This design comes from an exercise in tuning for small area and a short achievable clock period on the open sky130 flow, not from production work. Only the layout flow was run in this run; the RTL was not checked for function there. Power is estimated from default activity; no workload was simulated.

==> design/flow/design.v <==
module alu16bit (
  input clk,
  input reset,
  input [2:0] operation,
  input [15:0] operand_A,
  input [15:0] operand_B,
  output reg [31:0] result,
  output reg carry_flag,
  output reg zero_flag
);
  wire [15:0] a = operand_A;
  wire [15:0] b = operand_B;
  wire is_add = ~reset & (operation == 3'd0);
  wire is_sub = ~reset & (operation == 3'd1);
  wire is_mul = ~reset & (operation == 3'd2);
  wire [15:0] m = is_mul ? b : {15'd0, is_add | is_sub};
  reg [15:0] cv;
  always @(*) begin
    if (reset) cv = 16'd0;
    else
    case (operation)
      3'd0: cv = b;
      3'd1: cv = ~b;
      3'd3: cv = a & b;
      3'd4: cv = a | b;
      3'd5: cv = ~(a & b);
      3'd6: cv = ~(a | b);
      3'd7: cv = a ^ b;
      default: cv = 16'd0;
    endcase
  end
  wire cin = is_sub;
  wire [15:0] cvn;
  wire t00 = ~(is_sub | (~reset & (operation == 3'd5 || operation == 3'd6)));
  wire t01 = ~(is_add | (~reset & (operation == 3'd4 || operation == 3'd5 || operation == 3'd7)));
  wire t10 = ~(is_sub | (~reset & (operation == 3'd4 || operation == 3'd5 || operation == 3'd7)));
  wire t11 = ~(is_add | (~reset & (operation == 3'd3 || operation == 3'd4)));
  genvar cb;
  generate for (cb = 0; cb < 16; cb = cb + 1) begin : g_cv
    cvbit ucv (a[cb], b[cb], t00, t01, t10, t11, cvn[cb]);
  end endgenerate
  wire is_sub_n = ~is_sub;
  wire [15:0] an = ~a;
  wire [15:0] mn = ~m;
  wire p1;
  nor2 up1 (an[0], mn[0], p1);
  wire p2;
  nor2 up2 (an[1], mn[0], p2);
  wire p3;
  nor2 up3 (an[2], mn[0], p3);
  wire p4;
  nor2 up4 (an[3], mn[0], p4);
  wire p5;
  nor2 up5 (an[4], mn[0], p5);
  wire p6;
  nor2 up6 (an[5], mn[0], p6);
  wire p7;
  nor2 up7 (an[6], mn[0], p7);
  wire p8;
  nor2 up8 (an[7], mn[0], p8);
  wire p9;
  nor2 up9 (an[8], mn[0], p9);
  wire p10;
  nor2 up10 (an[9], mn[0], p10);
  wire p11;
  nor2 up11 (an[10], mn[0], p11);
  wire p12;
  nor2 up12 (an[11], mn[0], p12);
  wire p13;
  nor2 up13 (an[12], mn[0], p13);
  wire p14;
  nor2 up14 (an[13], mn[0], p14);
  wire p15;
  nor2 up15 (an[14], mn[0], p15);
  wire p16;
  nor2 up16 (an[15], mn[0], p16);
  wire p17;
  o21ai up17 (an[0], mn[1], cvn[1], p17);
  wire p18;
  o21ai up18 (an[1], mn[1], cvn[2], p18);
  wire p19;
  o21ai up19 (an[2], mn[1], cvn[3], p19);
  wire p20;
  o21ai up20 (an[3], mn[1], cvn[4], p20);
  wire p21;
  o21ai up21 (an[4], mn[1], cvn[5], p21);
  wire p22;
  o21ai up22 (an[5], mn[1], cvn[6], p22);
  wire p23;
  o21ai up23 (an[6], mn[1], cvn[7], p23);
  wire p24;
  o21ai up24 (an[7], mn[1], cvn[8], p24);
  wire p25;
  o21ai up25 (an[8], mn[1], cvn[9], p25);
  wire p26;
  o21ai up26 (an[9], mn[1], cvn[10], p26);
  wire p27;
  o21ai up27 (an[10], mn[1], cvn[11], p27);
  wire p28;
  o21ai up28 (an[11], mn[1], cvn[12], p28);
  wire p29;
  o21ai up29 (an[12], mn[1], cvn[13], p29);
  wire p30;
  o21ai up30 (an[13], mn[1], cvn[14], p30);
  wire p31;
  o21ai up31 (an[14], mn[1], cvn[15], p31);
  wire p32;
  nor2 up32 (an[15], mn[1], p32);
  wire p33;
  nor2 up33 (an[0], mn[2], p33);
  wire p34;
  nor2 up34 (an[1], mn[2], p34);
  wire p35;
  nor2 up35 (an[2], mn[2], p35);
  wire p36;
  nor2 up36 (an[3], mn[2], p36);
  wire p37;
  nor2 up37 (an[4], mn[2], p37);
  wire p38;
  nor2 up38 (an[5], mn[2], p38);
  wire p39;
  nor2 up39 (an[6], mn[2], p39);
  wire p40;
  nor2 up40 (an[7], mn[2], p40);
  wire p41;
  nor2 up41 (an[8], mn[2], p41);
  wire p42;
  nor2 up42 (an[9], mn[2], p42);
  wire p43;
  nor2 up43 (an[10], mn[2], p43);
  wire p44;
  nor2 up44 (an[11], mn[2], p44);
  wire p45;
  nor2 up45 (an[12], mn[2], p45);
  wire p46;
  nor2 up46 (an[13], mn[2], p46);
  wire p47;
  nor2 up47 (an[14], mn[2], p47);
  wire p48;
  nor2 up48 (an[15], mn[2], p48);
  wire p49;
  nor2 up49 (an[0], mn[3], p49);
  wire p50;
  nor2 up50 (an[1], mn[3], p50);
  wire p51;
  nor2 up51 (an[2], mn[3], p51);
  wire p52;
  nor2 up52 (an[3], mn[3], p52);
  wire p53;
  nor2 up53 (an[4], mn[3], p53);
  wire p54;
  nor2 up54 (an[5], mn[3], p54);
  wire p55;
  nor2 up55 (an[6], mn[3], p55);
  wire p56;
  nor2 up56 (an[7], mn[3], p56);
  wire p57;
  nor2 up57 (an[8], mn[3], p57);
  wire p58;
  nor2 up58 (an[9], mn[3], p58);
  wire p59;
  nor2 up59 (an[10], mn[3], p59);
  wire p60;
  nor2 up60 (an[11], mn[3], p60);
  wire p61;
  nor2 up61 (an[12], mn[3], p61);
  wire p62;
  nor2 up62 (an[13], mn[3], p62);
  wire p63;
  nor2 up63 (an[14], mn[3], p63);
  wire p64;
  nor2 up64 (an[15], mn[3], p64);
  wire p65;
  nor2 up65 (an[0], mn[4], p65);
  wire p66;
  nor2 up66 (an[1], mn[4], p66);
  wire p67;
  nor2 up67 (an[2], mn[4], p67);
  wire p68;
  nor2 up68 (an[3], mn[4], p68);
  wire p69;
  nor2 up69 (an[4], mn[4], p69);
  wire p70;
  nor2 up70 (an[5], mn[4], p70);
  wire p71;
  nor2 up71 (an[6], mn[4], p71);
  wire p72;
  nor2 up72 (an[7], mn[4], p72);
  wire p73;
  nor2 up73 (an[8], mn[4], p73);
  wire p74;
  nor2 up74 (an[9], mn[4], p74);
  wire p75;
  nor2 up75 (an[10], mn[4], p75);
  wire p76;
  nor2 up76 (an[11], mn[4], p76);
  wire p77;
  nor2 up77 (an[12], mn[4], p77);
  wire p78;
  nor2 up78 (an[13], mn[4], p78);
  wire p79;
  nor2 up79 (an[14], mn[4], p79);
  wire p80;
  nor2 up80 (an[15], mn[4], p80);
  wire p81;
  nor2 up81 (an[0], mn[5], p81);
  wire p82;
  nor2 up82 (an[1], mn[5], p82);
  wire p83;
  nor2 up83 (an[2], mn[5], p83);
  wire p84;
  nor2 up84 (an[3], mn[5], p84);
  wire p85;
  nor2 up85 (an[4], mn[5], p85);
  wire p86;
  nor2 up86 (an[5], mn[5], p86);
  wire p87;
  nor2 up87 (an[6], mn[5], p87);
  wire p88;
  nor2 up88 (an[7], mn[5], p88);
  wire p89;
  nor2 up89 (an[8], mn[5], p89);
  wire p90;
  nor2 up90 (an[9], mn[5], p90);
  wire p91;
  nor2 up91 (an[10], mn[5], p91);
  wire p92;
  nor2 up92 (an[11], mn[5], p92);
  wire p93;
  nor2 up93 (an[12], mn[5], p93);
  wire p94;
  nor2 up94 (an[13], mn[5], p94);
  wire p95;
  nor2 up95 (an[14], mn[5], p95);
  wire p96;
  nor2 up96 (an[15], mn[5], p96);
  wire p97;
  nor2 up97 (an[0], mn[6], p97);
  wire p98;
  nor2 up98 (an[1], mn[6], p98);
  wire p99;
  nor2 up99 (an[2], mn[6], p99);
  wire p100;
  nor2 up100 (an[3], mn[6], p100);
  wire p101;
  nor2 up101 (an[4], mn[6], p101);
  wire p102;
  nor2 up102 (an[5], mn[6], p102);
  wire p103;
  nor2 up103 (an[6], mn[6], p103);
  wire p104;
  nor2 up104 (an[7], mn[6], p104);
  wire p105;
  nor2 up105 (an[8], mn[6], p105);
  wire p106;
  nor2 up106 (an[9], mn[6], p106);
  wire p107;
  nor2 up107 (an[10], mn[6], p107);
  wire p108;
  nor2 up108 (an[11], mn[6], p108);
  wire p109;
  nor2 up109 (an[12], mn[6], p109);
  wire p110;
  nor2 up110 (an[13], mn[6], p110);
  wire p111;
  nor2 up111 (an[14], mn[6], p111);
  wire p112;
  nor2 up112 (an[15], mn[6], p112);
  wire p113;
  nor2 up113 (an[0], mn[7], p113);
  wire p114;
  nor2 up114 (an[1], mn[7], p114);
  wire p115;
  nor2 up115 (an[2], mn[7], p115);
  wire p116;
  nor2 up116 (an[3], mn[7], p116);
  wire p117;
  nor2 up117 (an[4], mn[7], p117);
  wire p118;
  nor2 up118 (an[5], mn[7], p118);
  wire p119;
  nor2 up119 (an[6], mn[7], p119);
  wire p120;
  nor2 up120 (an[7], mn[7], p120);
  wire p121;
  nor2 up121 (an[8], mn[7], p121);
  wire p122;
  nor2 up122 (an[9], mn[7], p122);
  wire p123;
  nor2 up123 (an[10], mn[7], p123);
  wire p124;
  nor2 up124 (an[11], mn[7], p124);
  wire p125;
  nor2 up125 (an[12], mn[7], p125);
  wire p126;
  nor2 up126 (an[13], mn[7], p126);
  wire p127;
  nor2 up127 (an[14], mn[7], p127);
  wire p128;
  nor2 up128 (an[15], mn[7], p128);
  wire p129;
  nor2 up129 (an[0], mn[8], p129);
  wire p130;
  nor2 up130 (an[1], mn[8], p130);
  wire p131;
  nor2 up131 (an[2], mn[8], p131);
  wire p132;
  nor2 up132 (an[3], mn[8], p132);
  wire p133;
  nor2 up133 (an[4], mn[8], p133);
  wire p134;
  nor2 up134 (an[5], mn[8], p134);
  wire p135;
  nor2 up135 (an[6], mn[8], p135);
  wire p136;
  nor2 up136 (an[7], mn[8], p136);
  wire p137;
  nor2 up137 (an[8], mn[8], p137);
  wire p138;
  nor2 up138 (an[9], mn[8], p138);
  wire p139;
  nor2 up139 (an[10], mn[8], p139);
  wire p140;
  nor2 up140 (an[11], mn[8], p140);
  wire p141;
  nor2 up141 (an[12], mn[8], p141);
  wire p142;
  nor2 up142 (an[13], mn[8], p142);
  wire p143;
  nor2 up143 (an[14], mn[8], p143);
  wire p144;
  nor2 up144 (an[15], mn[8], p144);
  wire p145;
  nor2 up145 (an[0], mn[9], p145);
  wire p146;
  nor2 up146 (an[1], mn[9], p146);
  wire p147;
  nor2 up147 (an[2], mn[9], p147);
  wire p148;
  nor2 up148 (an[3], mn[9], p148);
  wire p149;
  nor2 up149 (an[4], mn[9], p149);
  wire p150;
  nor2 up150 (an[5], mn[9], p150);
  wire p151;
  nor2 up151 (an[6], mn[9], p151);
  wire p152;
  nor2 up152 (an[7], mn[9], p152);
  wire p153;
  nor2 up153 (an[8], mn[9], p153);
  wire p154;
  nor2 up154 (an[9], mn[9], p154);
  wire p155;
  nor2 up155 (an[10], mn[9], p155);
  wire p156;
  nor2 up156 (an[11], mn[9], p156);
  wire p157;
  nor2 up157 (an[12], mn[9], p157);
  wire p158;
  nor2 up158 (an[13], mn[9], p158);
  wire p159;
  nor2 up159 (an[14], mn[9], p159);
  wire p160;
  nor2 up160 (an[15], mn[9], p160);
  wire p161;
  nor2 up161 (an[0], mn[10], p161);
  wire p162;
  nor2 up162 (an[1], mn[10], p162);
  wire p163;
  nor2 up163 (an[2], mn[10], p163);
  wire p164;
  nor2 up164 (an[3], mn[10], p164);
  wire p165;
  nor2 up165 (an[4], mn[10], p165);
  wire p166;
  nor2 up166 (an[5], mn[10], p166);
  wire p167;
  nor2 up167 (an[6], mn[10], p167);
  wire p168;
  nor2 up168 (an[7], mn[10], p168);
  wire p169;
  nor2 up169 (an[8], mn[10], p169);
  wire p170;
  nor2 up170 (an[9], mn[10], p170);
  wire p171;
  nor2 up171 (an[10], mn[10], p171);
  wire p172;
  nor2 up172 (an[11], mn[10], p172);
  wire p173;
  nor2 up173 (an[12], mn[10], p173);
  wire p174;
  nor2 up174 (an[13], mn[10], p174);
  wire p175;
  nor2 up175 (an[14], mn[10], p175);
  wire p176;
  nor2 up176 (an[15], mn[10], p176);
  wire p177;
  nor2 up177 (an[0], mn[11], p177);
  wire p178;
  nor2 up178 (an[1], mn[11], p178);
  wire p179;
  nor2 up179 (an[2], mn[11], p179);
  wire p180;
  nor2 up180 (an[3], mn[11], p180);
  wire p181;
  nor2 up181 (an[4], mn[11], p181);
  wire p182;
  nor2 up182 (an[5], mn[11], p182);
  wire p183;
  nor2 up183 (an[6], mn[11], p183);
  wire p184;
  nor2 up184 (an[7], mn[11], p184);
  wire p185;
  nor2 up185 (an[8], mn[11], p185);
  wire p186;
  nor2 up186 (an[9], mn[11], p186);
  wire p187;
  nor2 up187 (an[10], mn[11], p187);
  wire p188;
  nor2 up188 (an[11], mn[11], p188);
  wire p189;
  nor2 up189 (an[12], mn[11], p189);
  wire p190;
  nor2 up190 (an[13], mn[11], p190);
  wire p191;
  nor2 up191 (an[14], mn[11], p191);
  wire p192;
  nor2 up192 (an[15], mn[11], p192);
  wire p193;
  nor2 up193 (an[0], mn[12], p193);
  wire p194;
  nor2 up194 (an[1], mn[12], p194);
  wire p195;
  nor2 up195 (an[2], mn[12], p195);
  wire p196;
  nor2 up196 (an[3], mn[12], p196);
  wire p197;
  nor2 up197 (an[4], mn[12], p197);
  wire p198;
  nor2 up198 (an[5], mn[12], p198);
  wire p199;
  nor2 up199 (an[6], mn[12], p199);
  wire p200;
  nor2 up200 (an[7], mn[12], p200);
  wire p201;
  nor2 up201 (an[8], mn[12], p201);
  wire p202;
  nor2 up202 (an[9], mn[12], p202);
  wire p203;
  nor2 up203 (an[10], mn[12], p203);
  wire p204;
  nor2 up204 (an[11], mn[12], p204);
  wire p205;
  nor2 up205 (an[12], mn[12], p205);
  wire p206;
  nor2 up206 (an[13], mn[12], p206);
  wire p207;
  nor2 up207 (an[14], mn[12], p207);
  wire p208;
  nor2 up208 (an[15], mn[12], p208);
  wire p209;
  nor2 up209 (an[0], mn[13], p209);
  wire p210;
  nor2 up210 (an[1], mn[13], p210);
  wire p211;
  nor2 up211 (an[2], mn[13], p211);
  wire p212;
  nor2 up212 (an[3], mn[13], p212);
  wire p213;
  nor2 up213 (an[4], mn[13], p213);
  wire p214;
  nor2 up214 (an[5], mn[13], p214);
  wire p215;
  nor2 up215 (an[6], mn[13], p215);
  wire p216;
  nor2 up216 (an[7], mn[13], p216);
  wire p217;
  nor2 up217 (an[8], mn[13], p217);
  wire p218;
  nor2 up218 (an[9], mn[13], p218);
  wire p219;
  nor2 up219 (an[10], mn[13], p219);
  wire p220;
  nor2 up220 (an[11], mn[13], p220);
  wire p221;
  nor2 up221 (an[12], mn[13], p221);
  wire p222;
  nor2 up222 (an[13], mn[13], p222);
  wire p223;
  nor2 up223 (an[14], mn[13], p223);
  wire p224;
  nor2 up224 (an[15], mn[13], p224);
  wire p225;
  nor2 up225 (an[0], mn[14], p225);
  wire p226;
  nor2 up226 (an[1], mn[14], p226);
  wire p227;
  nor2 up227 (an[2], mn[14], p227);
  wire p228;
  nor2 up228 (an[3], mn[14], p228);
  wire p229;
  nor2 up229 (an[4], mn[14], p229);
  wire p230;
  nor2 up230 (an[5], mn[14], p230);
  wire p231;
  nor2 up231 (an[6], mn[14], p231);
  wire p232;
  nor2 up232 (an[7], mn[14], p232);
  wire p233;
  nor2 up233 (an[8], mn[14], p233);
  wire p234;
  nor2 up234 (an[9], mn[14], p234);
  wire p235;
  nor2 up235 (an[10], mn[14], p235);
  wire p236;
  nor2 up236 (an[11], mn[14], p236);
  wire p237;
  nor2 up237 (an[12], mn[14], p237);
  wire p238;
  nor2 up238 (an[13], mn[14], p238);
  wire p239;
  nor2 up239 (an[14], mn[14], p239);
  wire p240;
  nor2 up240 (an[15], mn[14], p240);
  wire p241;
  nor2 up241 (an[0], mn[15], p241);
  wire p242;
  o21ai up242 (an[1], mn[15], is_sub_n, p242);
  wire p243;
  o21ai up243 (an[2], mn[15], is_sub_n, p243);
  wire p244;
  o21ai up244 (an[3], mn[15], is_sub_n, p244);
  wire p245;
  o21ai up245 (an[4], mn[15], is_sub_n, p245);
  wire p246;
  o21ai up246 (an[5], mn[15], is_sub_n, p246);
  wire p247;
  o21ai up247 (an[6], mn[15], is_sub_n, p247);
  wire p248;
  o21ai up248 (an[7], mn[15], is_sub_n, p248);
  wire p249;
  o21ai up249 (an[8], mn[15], is_sub_n, p249);
  wire p250;
  o21ai up250 (an[9], mn[15], is_sub_n, p250);
  wire p251;
  o21ai up251 (an[10], mn[15], is_sub_n, p251);
  wire p252;
  o21ai up252 (an[11], mn[15], is_sub_n, p252);
  wire p253;
  o21ai up253 (an[12], mn[15], is_sub_n, p253);
  wire p254;
  o21ai up254 (an[13], mn[15], is_sub_n, p254);
  wire p255;
  o21ai up255 (an[14], mn[15], is_sub_n, p255);
  wire p256;
  o21ai up256 (an[15], mn[15], is_sub_n, p256);
  wire n257, n258;
  ha un257 (p14, p44, n257, n258);
  wire n259, n260;
  fa un259 (p15, p45, p60, n259, n260);
  wire n261, n262;
  ha un261 (p75, p90, n261, n262);
  wire n263, n264;
  fa un263 (p16, p46, p61, n263, n264);
  wire n265, n266;
  fa un265 (p76, p91, p106, n265, n266);
  wire n267, n268;
  ha un267 (p121, p136, n267, n268);
  wire n269, n270;
  fa un269 (p32, p47, p62, n269, n270);
  wire n271, n272;
  fa un271 (p77, p92, p107, n271, n272);
  wire n273, n274;
  ha un273 (p122, p137, n273, n274);
  wire n275, n276;
  fa un275 (p48, p63, p78, n275, n276);
  wire n277, n278;
  fa un277 (p93, p108, p123, n277, n278);
  wire n279, n280;
  fa un279 (p64, p79, p94, n279, n280);
  wire n281, n282;
  ha un281 (p10, p40, n281, n282);
  wire n283, n284;
  fa un283 (p11, p41, p56, n283, n284);
  wire n285, n286;
  ha un285 (p71, p86, n285, n286);
  wire n287, n288;
  fa un287 (p12, p42, p57, n287, n288);
  wire n289, n290;
  fa un289 (p72, p87, p102, n289, n290);
  wire n291, n292;
  ha un291 (p117, p132, n291, n292);
  wire n293, n294;
  fa un293 (p13, p43, p58, n293, n294);
  wire n295, n296;
  fa un295 (p73, p88, p103, n295, n296);
  wire n297, n298;
  fa un297 (p118, p133, p148, n297, n298);
  wire n299, n300;
  ha un299 (p163, p178, n299, n300);
  wire n301, n302;
  fa un301 (p59, p74, p89, n301, n302);
  wire n303, n304;
  fa un303 (p104, p119, p134, n303, n304);
  wire n305, n306;
  fa un305 (p149, p164, p179, n305, n306);
  wire n307, n308;
  fa un307 (p194, p209, p29, n307, n308);
  wire n309, n310;
  fa un309 (p105, p120, p135, n309, n310);
  wire n311, n312;
  fa un311 (p150, p165, p180, n311, n312);
  wire n313, n314;
  fa un313 (p195, p210, p225, n313, n314);
  wire n315, n316;
  fa un315 (p30, n258, n261, n315, n316);
  wire n317, n318;
  fa un317 (p151, p166, p181, n317, n318);
  wire n319, n320;
  fa un319 (p196, p211, p226, n319, n320);
  wire n321, n322;
  fa un321 (p241, p31, n262, n321, n322);
  wire n323, n324;
  fa un323 (n267, n260, n263, n323, n324);
  wire n325, n326;
  fa un325 (p152, p167, p182, n325, n326);
  wire n327, n328;
  fa un327 (p197, p212, p227, n327, n328);
  wire n329, n330;
  fa un329 (p242, n268, n273, n329, n330);
  wire n331, n332;
  fa un331 (n264, n266, n269, n331, n332);
  wire n333, n334;
  fa un333 (p138, p153, p168, n333, n334);
  wire n335, n336;
  fa un335 (p183, p198, p213, n335, n336);
  wire n337, n338;
  fa un337 (p228, p243, n274, n337, n338);
  wire n339, n340;
  fa un339 (n270, n272, n275, n339, n340);
  wire n341, n342;
  fa un341 (p109, p124, p139, n341, n342);
  wire n343, n344;
  fa un343 (p154, p169, p184, n343, n344);
  wire n345, n346;
  fa un345 (p199, p214, p229, n345, n346);
  wire n347, n348;
  fa un347 (p244, n276, n278, n347, n348);
  wire n349, n350;
  fa un349 (p80, p95, p110, n349, n350);
  wire n351, n352;
  fa un351 (p125, p140, p155, n351, n352);
  wire n353, n354;
  fa un353 (p170, p185, p200, n353, n354);
  wire n355, n356;
  fa un355 (p215, p230, p245, n355, n356);
  wire n357, n358;
  fa un357 (p96, p111, p126, n357, n358);
  wire n359, n360;
  fa un359 (p141, p156, p171, n359, n360);
  wire n361, n362;
  fa un361 (p186, p201, p216, n361, n362);
  wire n363, n364;
  fa un363 (p112, p127, p142, n363, n364);
  wire n365, n366;
  fa un365 (p157, p172, p187, n365, n366);
  wire n367, n368;
  fa un367 (p128, p143, p158, n367, n368);
  wire n369, n370;
  ha un369 (p7, p37, n369, n370);
  wire n371, n372;
  fa un371 (p8, p38, p53, n371, n372);
  wire n373, n374;
  ha un373 (p68, p83, n373, n374);
  wire n375, n376;
  fa un375 (p9, p39, p54, n375, n376);
  wire n377, n378;
  fa un377 (p69, p84, p99, n377, n378);
  wire n379, n380;
  ha un379 (p114, p129, n379, n380);
  wire n381, n382;
  fa un381 (p55, p70, p85, n381, n382);
  wire n383, n384;
  fa un383 (p100, p115, p130, n383, n384);
  wire n385, n386;
  fa un385 (p145, p25, n281, n385, n386);
  wire n387, n388;
  fa un387 (p101, p116, p131, n387, n388);
  wire n389, n390;
  fa un389 (p146, p161, p26, n389, n390);
  wire n391, n392;
  fa un391 (n282, n285, n283, n391, n392);
  wire n393, n394;
  fa un393 (p147, p162, p177, n393, n394);
  wire n395, n396;
  fa un395 (p27, n286, n291, n395, n396);
  wire n397, n398;
  fa un397 (n284, n287, n289, n397, n398);
  wire n399, n400;
  fa un399 (p193, p28, n292, n399, n400);
  wire n401, n402;
  fa un401 (n299, n288, n290, n401, n402);
  wire n403, n404;
  fa un403 (n293, n295, n297, n403, n404);
  wire n405, n406;
  fa un405 (n300, n257, n294, n405, n406);
  wire n407, n408;
  fa un407 (n296, n298, n301, n407, n408);
  wire n409, n410;
  fa un409 (n303, n305, n307, n409, n410);
  wire n411, n412;
  fa un411 (n302, n304, n306, n411, n412);
  wire n413, n414;
  fa un413 (n308, n259, n309, n413, n414);
  wire n415, n416;
  fa un415 (n311, n313, n315, n415, n416);
  wire n417, n418;
  fa un417 (n310, n312, n314, n417, n418);
  wire n419, n420;
  fa un419 (n265, n317, n319, n419, n420);
  wire n421, n422;
  fa un421 (n316, n321, n323, n421, n422);
  wire n423, n424;
  fa un423 (n318, n320, n271, n423, n424);
  wire n425, n426;
  fa un425 (n325, n327, n322, n425, n426);
  wire n427, n428;
  fa un427 (n329, n324, n331, n427, n428);
  wire n429, n430;
  fa un429 (n326, n328, n277, n429, n430);
  wire n431, n432;
  fa un431 (n333, n335, n330, n431, n432);
  wire n433, n434;
  fa un433 (n337, n332, n339, n433, n434);
  wire n435, n436;
  fa un435 (n334, n336, n279, n435, n436);
  wire n437, n438;
  fa un437 (n341, n343, n345, n437, n438);
  wire n439, n440;
  fa un439 (n338, n340, n347, n439, n440);
  wire n441, n442;
  fa un441 (n342, n344, n346, n441, n442);
  wire n443, n444;
  fa un443 (n280, n349, n351, n443, n444);
  wire n445, n446;
  fa un445 (n353, n355, n348, n445, n446);
  wire n447, n448;
  fa un447 (p231, p246, n350, n447, n448);
  wire n449, n450;
  fa un449 (n352, n354, n356, n449, n450);
  wire n451, n452;
  fa un451 (n357, n359, n361, n451, n452);
  wire n453, n454;
  fa un453 (p202, p217, p232, n453, n454);
  wire n455, n456;
  fa un455 (p247, n358, n360, n455, n456);
  wire n457, n458;
  fa un457 (n362, n363, n365, n457, n458);
  wire n459, n460;
  fa un459 (p173, p188, p203, n459, n460);
  wire n461, n462;
  fa un461 (p218, p233, p248, n461, n462);
  wire n463, n464;
  fa un463 (n364, n366, n367, n463, n464);
  wire n465, n466;
  fa un465 (p144, p159, p174, n465, n466);
  wire n467, n468;
  fa un467 (p189, p204, p219, n467, n468);
  wire n469, n470;
  fa un469 (p234, p249, n368, n469, n470);
  wire n471, n472;
  fa un471 (p160, p175, p190, n471, n472);
  wire n473, n474;
  fa un473 (p205, p220, p235, n473, n474);
  wire n475, n476;
  fa un475 (p176, p191, p206, n475, n476);
  wire n477, n478;
  ha un477 (p5, p35, n477, n478);
  wire n479, n480;
  fa un479 (p6, p36, p51, n479, n480);
  wire n481, n482;
  ha un481 (p66, p81, n481, n482);
  wire n483, n484;
  fa un483 (p52, p67, p82, n483, n484);
  wire n485, n486;
  fa un485 (p97, p22, n369, n485, n486);
  wire n487, n488;
  fa un487 (p98, p113, p23, n487, n488);
  wire n489, n490;
  fa un489 (n370, n373, n371, n489, n490);
  wire n491, n492;
  fa un491 (p24, n374, n379, n491, n492);
  wire n493, n494;
  fa un493 (n372, n375, n377, n493, n494);
  wire n495, n496;
  fa un495 (n380, n376, n378, n495, n496);
  wire n497, n498;
  fa un497 (n381, n383, n385, n497, n498);
  wire n499, n500;
  fa un499 (n382, n384, n387, n499, n500);
  wire n501, n502;
  fa un501 (n389, n386, n391, n501, n502);
  wire n503, n504;
  fa un503 (n388, n390, n393, n503, n504);
  wire n505, n506;
  fa un505 (n395, n392, n397, n505, n506);
  wire n507, n508;
  fa un507 (n394, n396, n399, n507, n508);
  wire n509, n510;
  fa un509 (n398, n401, n403, n509, n510);
  wire n511, n512;
  fa un511 (n400, n402, n404, n511, n512);
  wire n513, n514;
  fa un513 (n405, n407, n409, n513, n514);
  wire n515, n516;
  fa un515 (n406, n408, n411, n515, n516);
  wire n517, n518;
  fa un517 (n410, n413, n415, n517, n518);
  wire n519, n520;
  fa un519 (n412, n414, n417, n519, n520);
  wire n521, n522;
  fa un521 (n419, n416, n421, n521, n522);
  wire n523, n524;
  fa un523 (n418, n420, n423, n523, n524);
  wire n525, n526;
  fa un525 (n425, n422, n427, n525, n526);
  wire n527, n528;
  fa un527 (n424, n429, n426, n527, n528);
  wire n529, n530;
  fa un529 (n431, n428, n433, n529, n530);
  wire n531, n532;
  fa un531 (n430, n435, n437, n531, n532);
  wire n533, n534;
  fa un533 (n432, n434, n439, n533, n534);
  wire n535, n536;
  fa un535 (n436, n438, n441, n535, n536);
  wire n537, n538;
  fa un537 (n443, n445, n440, n537, n538);
  wire n539, n540;
  fa un539 (n442, n444, n447, n539, n540);
  wire n541, n542;
  fa un541 (n449, n451, n446, n541, n542);
  wire n543, n544;
  fa un543 (n453, n448, n450, n543, n544);
  wire n545, n546;
  fa un545 (n452, n455, n457, n545, n546);
  wire n547, n548;
  fa un547 (n454, n459, n461, n547, n548);
  wire n549, n550;
  fa un549 (n456, n458, n463, n549, n550);
  wire n551, n552;
  fa un551 (n460, n462, n465, n551, n552);
  wire n553, n554;
  fa un553 (n467, n464, n469, n553, n554);
  wire n555, n556;
  fa un555 (p250, n466, n468, n555, n556);
  wire n557, n558;
  fa un557 (n471, n473, n470, n557, n558);
  wire n559, n560;
  fa un559 (p221, p236, p251, n559, n560);
  wire n561, n562;
  fa un561 (n472, n474, n475, n561, n562);
  wire n563, n564;
  fa un563 (p192, p207, p222, n563, n564);
  wire n565, n566;
  fa un565 (p237, p252, n476, n565, n566);
  wire n567, n568;
  fa un567 (p208, p223, p238, n567, n568);
  wire n569, n570;
  ha un569 (p4, p34, n569, n570);
  wire n571, n572;
  fa un571 (p50, p65, p20, n571, n572);
  wire n573, n574;
  fa un573 (p21, n478, n481, n573, n574);
  wire n575, n576;
  fa un575 (n482, n480, n483, n575, n576);
  wire n577, n578;
  fa un577 (n484, n487, n486, n577, n578);
  wire n579, n580;
  fa un579 (n488, n491, n490, n579, n580);
  wire n581, n582;
  fa un581 (n492, n494, n495, n581, n582);
  wire n583, n584;
  fa un583 (n496, n499, n498, n583, n584);
  wire n585, n586;
  fa un585 (n500, n503, n502, n585, n586);
  wire n587, n588;
  fa un587 (n504, n507, n506, n587, n588);
  wire n589, n590;
  fa un589 (n508, n510, n511, n589, n590);
  wire n591, n592;
  fa un591 (n512, n515, n514, n591, n592);
  wire n593, n594;
  fa un593 (n516, n519, n518, n593, n594);
  wire n595, n596;
  fa un595 (n520, n523, n522, n595, n596);
  wire n597, n598;
  fa un597 (n524, n527, n526, n597, n598);
  wire n599, n600;
  fa un599 (n528, n531, n533, n599, n600);
  wire n601, n602;
  fa un601 (n532, n535, n534, n601, n602);
  wire n603, n604;
  fa un603 (n536, n539, n538, n603, n604);
  wire n605, n606;
  fa un605 (n540, n543, n545, n605, n606);
  wire n607, n608;
  fa un607 (n547, n544, n546, n607, n608);
  wire n609, n610;
  fa un609 (n548, n551, n550, n609, n610);
  wire n611, n612;
  fa un611 (n552, n555, n557, n611, n612);
  wire n613, n614;
  fa un613 (n559, n556, n561, n613, n614);
  wire n615, n616;
  fa un615 (n560, n563, n562, n615, n616);
  wire n617, n618;
  fa un617 (p253, n564, n567, n617, n618);
  wire n619, n620;
  fa un619 (p224, p239, p254, n619, n620);
  wire n621, n622;
  ha un621 (p3, p33, n621, n622);
  wire n623, n624;
  fa un623 (p49, p19, n569, n623, n624);
  wire n625, n626;
  fa un625 (n570, n477, n571, n625, n626);
  wire n627, n628;
  fa un627 (n572, n479, n573, n627, n628);
  wire n629, n630;
  fa un629 (n574, n485, n575, n629, n630);
  wire n631, n632;
  fa un631 (n576, n489, n577, n631, n632);
  wire n633, n634;
  fa un633 (n493, n578, n579, n633, n634);
  wire n635, n636;
  fa un635 (n497, n580, n581, n635, n636);
  wire n637, n638;
  fa un637 (n582, n501, n583, n637, n638);
  wire n639, n640;
  fa un639 (n505, n584, n585, n639, n640);
  wire n641, n642;
  fa un641 (n509, n586, n587, n641, n642);
  wire n643, n644;
  fa un643 (n513, n588, n589, n643, n644);
  wire n645, n646;
  fa un645 (n517, n590, n591, n645, n646);
  wire n647, n648;
  fa un647 (n592, n521, n593, n647, n648);
  wire n649, n650;
  fa un649 (n525, n594, n595, n649, n650);
  wire n651, n652;
  fa un651 (n529, n596, n597, n651, n652);
  wire n653, n654;
  fa un653 (n530, n598, n599, n653, n654);
  wire n655, n656;
  fa un655 (n537, n600, n601, n655, n656);
  wire n657, n658;
  fa un657 (n541, n602, n603, n657, n658);
  wire n659, n660;
  fa un659 (n542, n605, n604, n659, n660);
  wire n661, n662;
  fa un661 (n549, n607, n606, n661, n662);
  wire n663, n664;
  fa un663 (n553, n608, n609, n663, n664);
  wire n665, n666;
  fa un665 (n554, n610, n611, n665, n666);
  wire n667, n668;
  fa un667 (n558, n613, n612, n667, n668);
  wire n669, n670;
  fa un669 (n565, n614, n615, n669, n670);
  wire n671, n672;
  fa un671 (n566, n617, n616, n671, n672);
  wire n673, n674;
  fa un673 (n568, n619, n618, n673, n674);
  wire n675, n676;
  fa un675 (p240, p255, n620, n675, n676);
  wire n677, n678;
  fa un677 (cin, p1, cv[0], n677, n678);
  wire n679, n680;
  fa un679 (p2, p17, n678, n679, n680);
  wire n681, n682;
  fa un681 (p18, n621, n680, n681, n682);
  wire n683, n684;
  fa un683 (n622, n623, n682, n683, n684);
  wire n685, n686;
  fa un685 (n624, n625, n684, n685, n686);
  wire n687, n688;
  ha un687 (n626, n627, n687, n688);
  wire n689, n690;
  ha un689 (n628, n629, n689, n690);
  wire n691, n692;
  ha un691 (n630, n631, n691, n692);
  wire n693, n694;
  ha un693 (n632, n633, n693, n694);
  wire n695, n696;
  ha un695 (n634, n635, n695, n696);
  wire n697, n698;
  ha un697 (n636, n637, n697, n698);
  wire n699, n700;
  ha un699 (n638, n639, n699, n700);
  wire n701, n702;
  ha un701 (n640, n641, n701, n702);
  wire n703, n704;
  ha un703 (n642, n643, n703, n704);
  wire n705, n706;
  ha un705 (n644, n645, n705, n706);
  wire n707, n708;
  ha un707 (n646, n647, n707, n708);
  wire n709, n710;
  ha un709 (n648, n649, n709, n710);
  wire n711, n712;
  ha un711 (n650, n651, n711, n712);
  wire n713, n714;
  ha un713 (n652, n653, n713, n714);
  wire n715, n716;
  ha un715 (n654, n655, n715, n716);
  wire n717, n718;
  ha un717 (n656, n657, n717, n718);
  wire n719, n720;
  ha un719 (n658, n659, n719, n720);
  wire n721, n722;
  ha un721 (n660, n661, n721, n722);
  wire n723, n724;
  ha un723 (n662, n663, n723, n724);
  wire n725, n726;
  ha un725 (n664, n665, n725, n726);
  wire n727, n728;
  ha un727 (n666, n667, n727, n728);
  wire n729, n730;
  ha un729 (n668, n669, n729, n730);
  wire n731, n732;
  ha un731 (n670, n671, n731, n732);
  wire n733, n734;
  ha un733 (n672, n673, n733, n734);
  wire n735, n736;
  ha un735 (n674, n675, n735, n736);
  wire n737, n738;
  ha un737 (n676, p256, n737, n738);
  wire n739;
  aoi21 un739 (n687, n686, n688, n739);
  wire n740;
  aoi21 un740 (n691, n690, n692, n740);
  wire n741;
  nand2 un741 (n691, n689, n741);
  wire n742;
  aoi21 un742 (n695, n694, n696, n742);
  wire n743;
  nand2 un743 (n695, n693, n743);
  wire n744;
  aoi21 un744 (n699, n698, n700, n744);
  wire n745;
  nand2 un745 (n699, n697, n745);
  wire n746;
  aoi21 un746 (n703, n702, n704, n746);
  wire n747;
  nand2 un747 (n703, n701, n747);
  wire n748;
  aoi21 un748 (n707, n706, n708, n748);
  wire n749;
  nand2 un749 (n707, n705, n749);
  wire n750;
  aoi21 un750 (n711, n710, n712, n750);
  wire n751;
  nand2 un751 (n711, n709, n751);
  wire n752;
  aoi21 un752 (n715, n714, n716, n752);
  wire n753;
  nand2 un753 (n715, n713, n753);
  wire n754;
  aoi21 un754 (n719, n718, n720, n754);
  wire n755;
  nand2 un755 (n719, n717, n755);
  wire n756;
  aoi21 un756 (n723, n722, n724, n756);
  wire n757;
  nand2 un757 (n723, n721, n757);
  wire n758;
  aoi21 un758 (n727, n726, n728, n758);
  wire n759;
  nand2 un759 (n727, n725, n759);
  wire n760;
  aoi21 un760 (n731, n730, n732, n760);
  wire n761;
  nand2 un761 (n731, n729, n761);
  wire n762;
  aoi21 un762 (n735, n734, n736, n762);
  wire n763;
  nand2 un763 (n735, n733, n763);
  wire n764;
  aoi21 un764 (is_sub, n738, 1'b0, n764);
  wire n765;
  nand2 un765 (is_sub, n737, n765);
  wire n766;
  oai21 un766 (n741, n739, n740, n766);
  wire n767;
  oai21 un767 (n745, n742, n744, n767);
  wire n768;
  nor2 un768 (n745, n743, n768);
  wire n769;
  oai21 un769 (n749, n746, n748, n769);
  wire n770;
  nor2 un770 (n749, n747, n770);
  wire n771;
  oai21 un771 (n753, n750, n752, n771);
  wire n772;
  nor2 un772 (n753, n751, n772);
  wire n773;
  oai21 un773 (n757, n754, n756, n773);
  wire n774;
  nor2 un774 (n757, n755, n774);
  wire n775;
  oai21 un775 (n761, n758, n760, n775);
  wire n776;
  nor2 un776 (n761, n759, n776);
  wire n777;
  oai21 un777 (n765, n762, n764, n777);
  wire n778;
  nor2 un778 (n765, n763, n778);
  wire n779;
  aoi21 un779 (n768, n766, n767, n779);
  wire n780;
  aoi21 un780 (n772, n769, n771, n780);
  wire n781;
  nand2 un781 (n772, n770, n781);
  wire n782;
  aoi21 un782 (n776, n773, n775, n782);
  wire n783;
  nand2 un783 (n776, n774, n783);
  wire n784;
  oai21 un784 (n781, n779, n780, n784);
  wire n785;
  inv1 un785 (n784, n785);
  wire n786;
  oai21 un786 (n783, n785, n782, n786);
  wire n787;
  inv1 un787 (n779, n787);
  wire n788;
  aoi21 un788 (n770, n787, n769, n788);
  wire n789;
  aoi21 un789 (n774, n784, n773, n789);
  wire n790;
  aoi21 un790 (n778, n786, n777, n790);
  wire n791;
  inv1 un791 (n766, n791);
  wire n792;
  oai21 un792 (n743, n791, n742, n792);
  wire n793;
  oai21 un793 (n747, n779, n746, n793);
  wire n794;
  oai21 un794 (n751, n788, n750, n794);
  wire n795;
  inv1 un795 (n784, n795);
  wire n796;
  oai21 un796 (n755, n795, n754, n796);
  wire n797;
  oai21 un797 (n759, n789, n758, n797);
  wire n798;
  inv1 un798 (n786, n798);
  wire n799;
  oai21 un799 (n763, n798, n762, n799);
  wire n800;
  inv1 un800 (n739, n800);
  wire n801;
  aoi21 un801 (n689, n800, n690, n801);
  wire n802;
  aoi21 un802 (n693, n766, n694, n802);
  wire n803;
  aoi21 un803 (n697, n792, n698, n803);
  wire n804;
  inv1 un804 (n779, n804);
  wire n805;
  aoi21 un805 (n701, n804, n702, n805);
  wire n806;
  aoi21 un806 (n705, n793, n706, n806);
  wire n807;
  inv1 un807 (n788, n807);
  wire n808;
  aoi21 un808 (n709, n807, n710, n808);
  wire n809;
  aoi21 un809 (n713, n794, n714, n809);
  wire n810;
  aoi21 un810 (n717, n784, n718, n810);
  wire n811;
  aoi21 un811 (n721, n796, n722, n811);
  wire n812;
  inv1 un812 (n789, n812);
  wire n813;
  aoi21 un813 (n725, n812, n726, n813);
  wire n814;
  aoi21 un814 (n729, n797, n730, n814);
  wire n815;
  aoi21 un815 (n733, n786, n734, n815);
  wire n816;
  aoi21 un816 (n737, n799, n738, n816);
  wire n817;
  xor2 un817 (n687, n686, n817);
  wire n818;
  xnor2 un818 (n689, n739, n818);
  wire n819;
  xnor2 un819 (n691, n801, n819);
  wire n820;
  xor2 un820 (n693, n766, n820);
  wire n821;
  xnor2 un821 (n695, n802, n821);
  wire n822;
  xor2 un822 (n697, n792, n822);
  wire n823;
  xnor2 un823 (n699, n803, n823);
  wire n824;
  xnor2 un824 (n701, n779, n824);
  wire n825;
  xnor2 un825 (n703, n805, n825);
  wire n826;
  xor2 un826 (n705, n793, n826);
  wire n827;
  xnor2 un827 (n707, n806, n827);
  wire n828;
  xnor2 un828 (n709, n788, n828);
  wire n829;
  xnor2 un829 (n711, n808, n829);
  wire n830;
  xor2 un830 (n713, n794, n830);
  wire n831;
  xnor2 un831 (n715, n809, n831);
  wire n832;
  xor2 un832 (n717, n784, n832);
  wire n833;
  xnor2 un833 (n719, n810, n833);
  wire n834;
  xor2 un834 (n721, n796, n834);
  wire n835;
  xnor2 un835 (n723, n811, n835);
  wire n836;
  xnor2 un836 (n725, n789, n836);
  wire n837;
  xnor2 un837 (n727, n813, n837);
  wire n838;
  xor2 un838 (n729, n797, n838);
  wire n839;
  xnor2 un839 (n731, n814, n839);
  wire n840;
  xor2 un840 (n733, n786, n840);
  wire n841;
  xnor2 un841 (n735, n815, n841);
  wire n842;
  xor2 un842 (n737, n799, n842);
  wire n843;
  xnor2 un843 (is_sub, n816, n843);
  wire [31:0] s = {n843, n842, n841, n840, n839, n838, n837, n836, n835, n834, n833, n832, n831, n830, n829, n828, n827, n826, n825, n824, n823, n822, n821, n820, n819, n818, n817, n685, n683, n681, n679, n677};
  wire borrow = is_sub & s[16];
  wire zero_lo = (s[15:0] == 16'd0);
  wire zero_mul = (a == 16'd0) | (b == 16'd0);
  wire [31:0] r = s;
  wire z_e = ~reset & ~is_mul & ~(|s[11:0]);
  wire z_m = ~reset & is_mul & zero_mul;
  wire z_l1, z_l2, z;
  nor2 uz1 (s[15], s[14], z_l1);
  nor2 uz2 (s[13], s[12], z_l2);
  a31o uz3 (z_l1, z_l2, z_e, z_m, z);
  always @(posedge clk) begin
    result     <= r;
    carry_flag <= borrow;
    zero_flag  <= z;
  end
endmodule
module fa (input a, input b, input c, output s, output co);
  assign s = a ^ b ^ c;
  assign co = (a & b) | (a & c) | (b & c);
endmodule
module ha (input a, input b, output s, output co);
  assign s = a ^ b;
  assign co = a & b;
endmodule
module xor2 (input a, input b, output y);
  assign y = a ^ b;
endmodule
module xnor2 (input a, input b, output y);
  assign y = ~(a ^ b);
endmodule
module nand2 (input a, input b, output y);
  assign y = ~(a & b);
endmodule
module nor2 (input a, input b, output y);
  assign y = ~(a | b);
endmodule
module inv1 (input a, output y);
  assign y = ~a;
endmodule
module a31o (input a, input b, input c, input d, output y);
  assign y = (a & b & c) | d;
endmodule
module cvbit (input a, input b, input t00, input t01, input t10, input t11, output y);
  assign y = a ? (b ? t11 : t10) : (b ? t01 : t00);
endmodule
module aoi21 (input a, input b, input c, output y);
  assign y = ~((a & b) | c);
endmodule
module o21ai (input a, input b, input c, output y);
  assign y = ~((a | b) & c);
endmodule
module oai21 (input a, input b, input c, output y);
  assign y = ~((a | b) & c);
endmodule
==> design/flow/flow/run.sh <==
#!/bin/bash
# The standard layout, with the port buffers made of plain buffers (sky130
# buf_1, which the resizer may upsize) instead of the delay-cell buffers that
# buffer_ports picks by default.
set -euo pipefail
export BUFFER_PORTS_ARGS="-buffer_cell sky130_fd_sc_hd__buf_1"
bash standard.sh > standard.log 2>&1
==> design/flow/standard.sh <==
#!/bin/bash
# synth_recipe.tcl (not shown) runs the flow's synth.tcl, then flattens the netlist and writes it again
# the make line also repeats each setting of config.mk as NAME=value (left out here)
make -C /OpenROAD-flow-scripts/flow DESIGN_CONFIG=/design/flow/config.mk WORK_HOME=/design/flow/orfs CLKGATE_MAP_FILE= SYNTH_SCRIPT=/design/flow/synth_recipe.tcl "${@:-finish}"
==> design/flow/config.mk <==
export PLATFORM = sky130hd
export DESIGN_NAME = alu16bit
export DESIGN_NICKNAME = alu16bit
export VERILOG_FILES = /design/flow/design.v
export SDC_FILE = /design/flow/constraint.sdc
export NUM_CORES = 4
export LEC_CHECK = 0
export ABC_AREA = 0
export CAP_MARGIN = 20
export CORE_MARGIN = 2
export CORE_UTILIZATION = 40
export GPL_TIMING_DRIVEN = 0
export SLEW_MARGIN = 20
export SYNTH_HIERARCHICAL = 1
==> design/flow/constraint.sdc <==
create_clock -name core_clock -period 7.2 [get_ports {clk}]
set_input_delay 1.4400 -clock core_clock [delete_from_list [all_inputs] [get_ports {clk}]]
set_output_delay 1.4400 -clock core_clock [all_outputs]
set_load 0.01 [all_outputs]
==> results.txt <==
## worst max-delay path by stage
stage	start	endpoint	depth (start not counted)
2_1_floorplan	operation[0]	result[31]$_DFF_P_	22
3_3_place_gp	operation[1]	result[31]$_DFF_P_	22
3_5_place_dp	operation[1]	result[31]$_DFF_P_	22
4_1_cts	operation[2]	result[31]$_DFF_P_	22
5_1_grt	reset	result[31]$_DFF_P_	22
6_report	operation[0]	result[31]$_DFF_P_	23
## state kept, by name, indices dropped and copies added (netlist names)
name        cells
carry_flag      1
result         32
zero_flag       1
## layout by cell type, fill, tap and decap left out, drive strengths merged
master	n
a21boi	1
a21oi	34
a31o	1
a31oi	2
and2	1
and2b	2
and3	1
and4b	1
buf	81
bufinv	2
clkbuf	5
clkinv	1
clkinvlp	1
dfxtp	34
fa	200
ha	43
inv	26
mux2i	1
mux4	15
nand2	32
nand2b	1
nand3	1
nand3b	1
nand4	2
nor2	237
nor3	1
nor4	11
o21ai	45
o21bai	2
o32a	1
or2	3
xnor2	18
xor2	10
## tightest hold or removal path, cell delays in order
cell	delay, ps
buf_6	110
and2b_2	180
and3_1	160
## final cells by class
class	count	area, sq um
Fill cell	1788	10160
Inverter	27	105.1
Sequential cell	34	680.7
Tap cell	260	325.3
Clock buffer	5	125.1
Buffer	3	30.03
Timing Repair Buffer	78	340.3
Clock inverter	3	68.82
Multi-Input combinational cell	667	6993
## stage by stage
step | area (sq um) | worst slack (ps) | std cells | total power [mW] | hold slack (ps)
finish | 8668 | 287.1 | 1077 | 0.9166 | 1619
global route | 8668 | 1.529 | 1077 | 0.9768 | 1646
CTS | 8578 | 8.345 | 1071 | 0.9214 | 1609
detailed placement | 8288 | -1011 | 1060 | 0.6195 | 1826
global placement | 8288 | -955.4 | 1060 | 0.6165 | 1827
floorplan | 7704 | 263.2 | 731 | 0.4975 | 1674
## logic make-up after synthesis
| logic type | after synthesis |
|---|---|
| xor+xnor | 28 |
| mux | 16 |
| simple gates | 294 |
| buf+inv | 30 |
| fa+ha+maj | 243 |
| flops | 34 |
| compound gates | 86 |
## per-module statistics from Yosys (local to each module, per instance), a selection
module,cell area [sq um],flops+latches,times used,cells
alu16bit,1151,34,1,116
o21ai,5.005,0,30,1
a31o,8.758,0,1,1
ha,12.51,0,41,1
oai21,5.005,0,14,1
nand2,3.754,0,14,1
inv1,3.754,0,9,1
## report_power, final
| group | internal [mW] | switching [mW] | total, mW |
|---|---|---|---|
| logic | 0.144 | 0.244 | 0.388 |
| clock network | 0.199 | 0.0937 | 0.293 |
| registers | 0.227 | 0.00867 | 0.236 |
## per-layer routing
layer  up-vias  track usage
li1       2554            -
met1      3087       0.3048
met2       291       0.3722
met3        43      0.04091
met4         0      0.07869
met5         -            0
## repair_timing
item	4_1_cts	5_1_grt
resized for setup	23	11
buffers inserted	3	6
setup endpoints to repair	11	4
pin swaps	1	2
==> results.txt <==
* First-pass GRT wire length at 35020 microns
* Crit path buf inv count at 4
* Highest routed layer: met4
* Yosys warnings at 7
* CTS sink count at 34
* Mapped cell area at 7704 sq um
* VDD IR max at 0.08840 mV
* Final min period at 6913 ps
* Clock Path Buffers at 2
* Port Buffers at 69
* Status: complete, no violations
* Critical Path Start Type: primary input
* Total die area at 20380 sq um
* DRT iter0 DRCs at 412
* MaxCap Viol Count at 0
* Setup TNS at 0 ps
* Critical path, cell by cell: buf_6 -> nand2b_4 -> nor3_4 -> buf_4 -> nand2_4 -> nor2_1 -> fa_1 -> fa_1 -> fa_1 -> fa_1 -> fa_1 -> fa_1 -> ha_1 -> nand2_1 -> nor2_1 -> nand2_1 -> o21ai_4 -> inv_1 -> o21ai_2 -> inv_1 -> o21ai_2 -> a21oi_2 -> xnor2_1
* Register area share after synthesis at 0.08835
* Synth area leaders: fa_1, nor2_1, dfxtp_1
* Synth Area in Compound Gates at 0.07341
* Routed wire length at 21860 microns
* Pin count of the biggest net entering global routing at 18
* Vias at 5975
* # hold bufs at CTS at 0
* Adder-Cell Fraction of Synth Area at 0.5896
* Kind of end point of the critical path: register
* Metal-1 WL at 8890 microns
* Fmax at 144.7 MHz
* # DRC at 0
* Synth top area share at 0.5197
* Fin nets at 1096
* DR WL/cell at 20.29 microns
* Mux contribution to synthesized area at 0.04515
* CTS tree: done
* Final hold violations at 0
* Syn Inst Count at 731
* Crit-path max FO at 16
* Hold path cells at 3
* DRT Pass-1 Iters at 5
* Leakage Power at 4.291 nW
* Final period util at 0.9601
* Post-synth top flop: dfxtp_1
* Relative slew slack at 0.4666
* Vias in the first global route at 6530
* Cell with the most instances after synthesis: nor2_1
* Worst EP required at 7370 ps
* RSZ-0062 raised after global routing: false
* Slowest stage delay, CP at 550 ps
* Post-synth EDFFs at 0
* Post-DR vias/cell at 5.548
* GRT Overall Usage at 0.2268
* Crit Path Class: primary input to register
* Initial Utilization at 0.4091
* Post-layout util at 0.4603
* Final Setup Violations at 0
* Xor/xnor cell area share of the yosys netlist at 0.03183
* Initial antenna violation count at 0
* Register bit total from synthesis at 34
* Most used cell along the critical path: fa_1
* Min-delay src: operation[0]
* Post-route ant nets at 0
* Detail Route met2 WL at 10660 microns
* Die Height at 142.8 microns
* Boundary Pins at 71
* Row count at 50
* Mapped Nets at 1011
* Critical path data arrival time at 7090 ps
* Synth unique cells at 32
* Post-DP HPWL at 16120 microns
* DR WL met3 at 1715 microns
* H-tree levels at 2
* Worst Hold Class: primary input to register
* Core Box Area at 18830 sq um
* Layout cells sized above 1 at 0.1212
* Asr flop ratio synth at 0
* Die W at 142.8 microns
* GR Overflow Total at 0
* Crit-path leading delay family: adder cells
* Worst-path clk slew at 60 ps
* Post-Synth Simple-Gate Area at 0.1549
* Area delta synth->final at 12.52%
* CTS Buf Count at 5
* Leading area contributor after synthesis: fa_1
* Final GP Congestion at 0.8468
* Final slew viol count at 0
* Slowest CP cell: fa_1
* Largest family of logic cells by synthesized area: adder cells
* Root Buffer: clkbuf_16
* Mean Syn Cell Area at 10.54 sq um
* Slew @ Worst Pin at 799.2 ps
* Diodes inserted at 0
* Hold endpoint: carry_flag$_DFF_P_
* Commonest cells in the netlist: nor2_1, fa_1, o21ai_1
* Pwr Density at 105.7 nW/um^2

[separate check: timing with driven ports]
Ports are ideal in the flow. The routed layout listed here was re-timed in OpenROAD. Step 1 sets driving cells, clkbuf_16 on the clock port and buf_2 on the other inputs (assumed; they add their load-dependent delay and slew). Step 2, shift: input delay + t, output delay - t, t = (earliest + latest rising clock arrival at the registers) / 2. This alone moves slack from input paths to output paths. Slacks: ideal / step 1 / step 2; pairs: ideal / step 1.
shift t [ns]: 0.332
setup slack, ns: 0.287 / 0.297 / -0.035
slew at the worst register clock pin (ns): 0.06 / 0.06
worst data-port slew with drivers (ns): 0.04
With both steps, setup timing fails in this run, where it was met with ideal ports. The setup slack of this run moves by +0.010 ns with the drivers and by -0.322 ns with both steps.
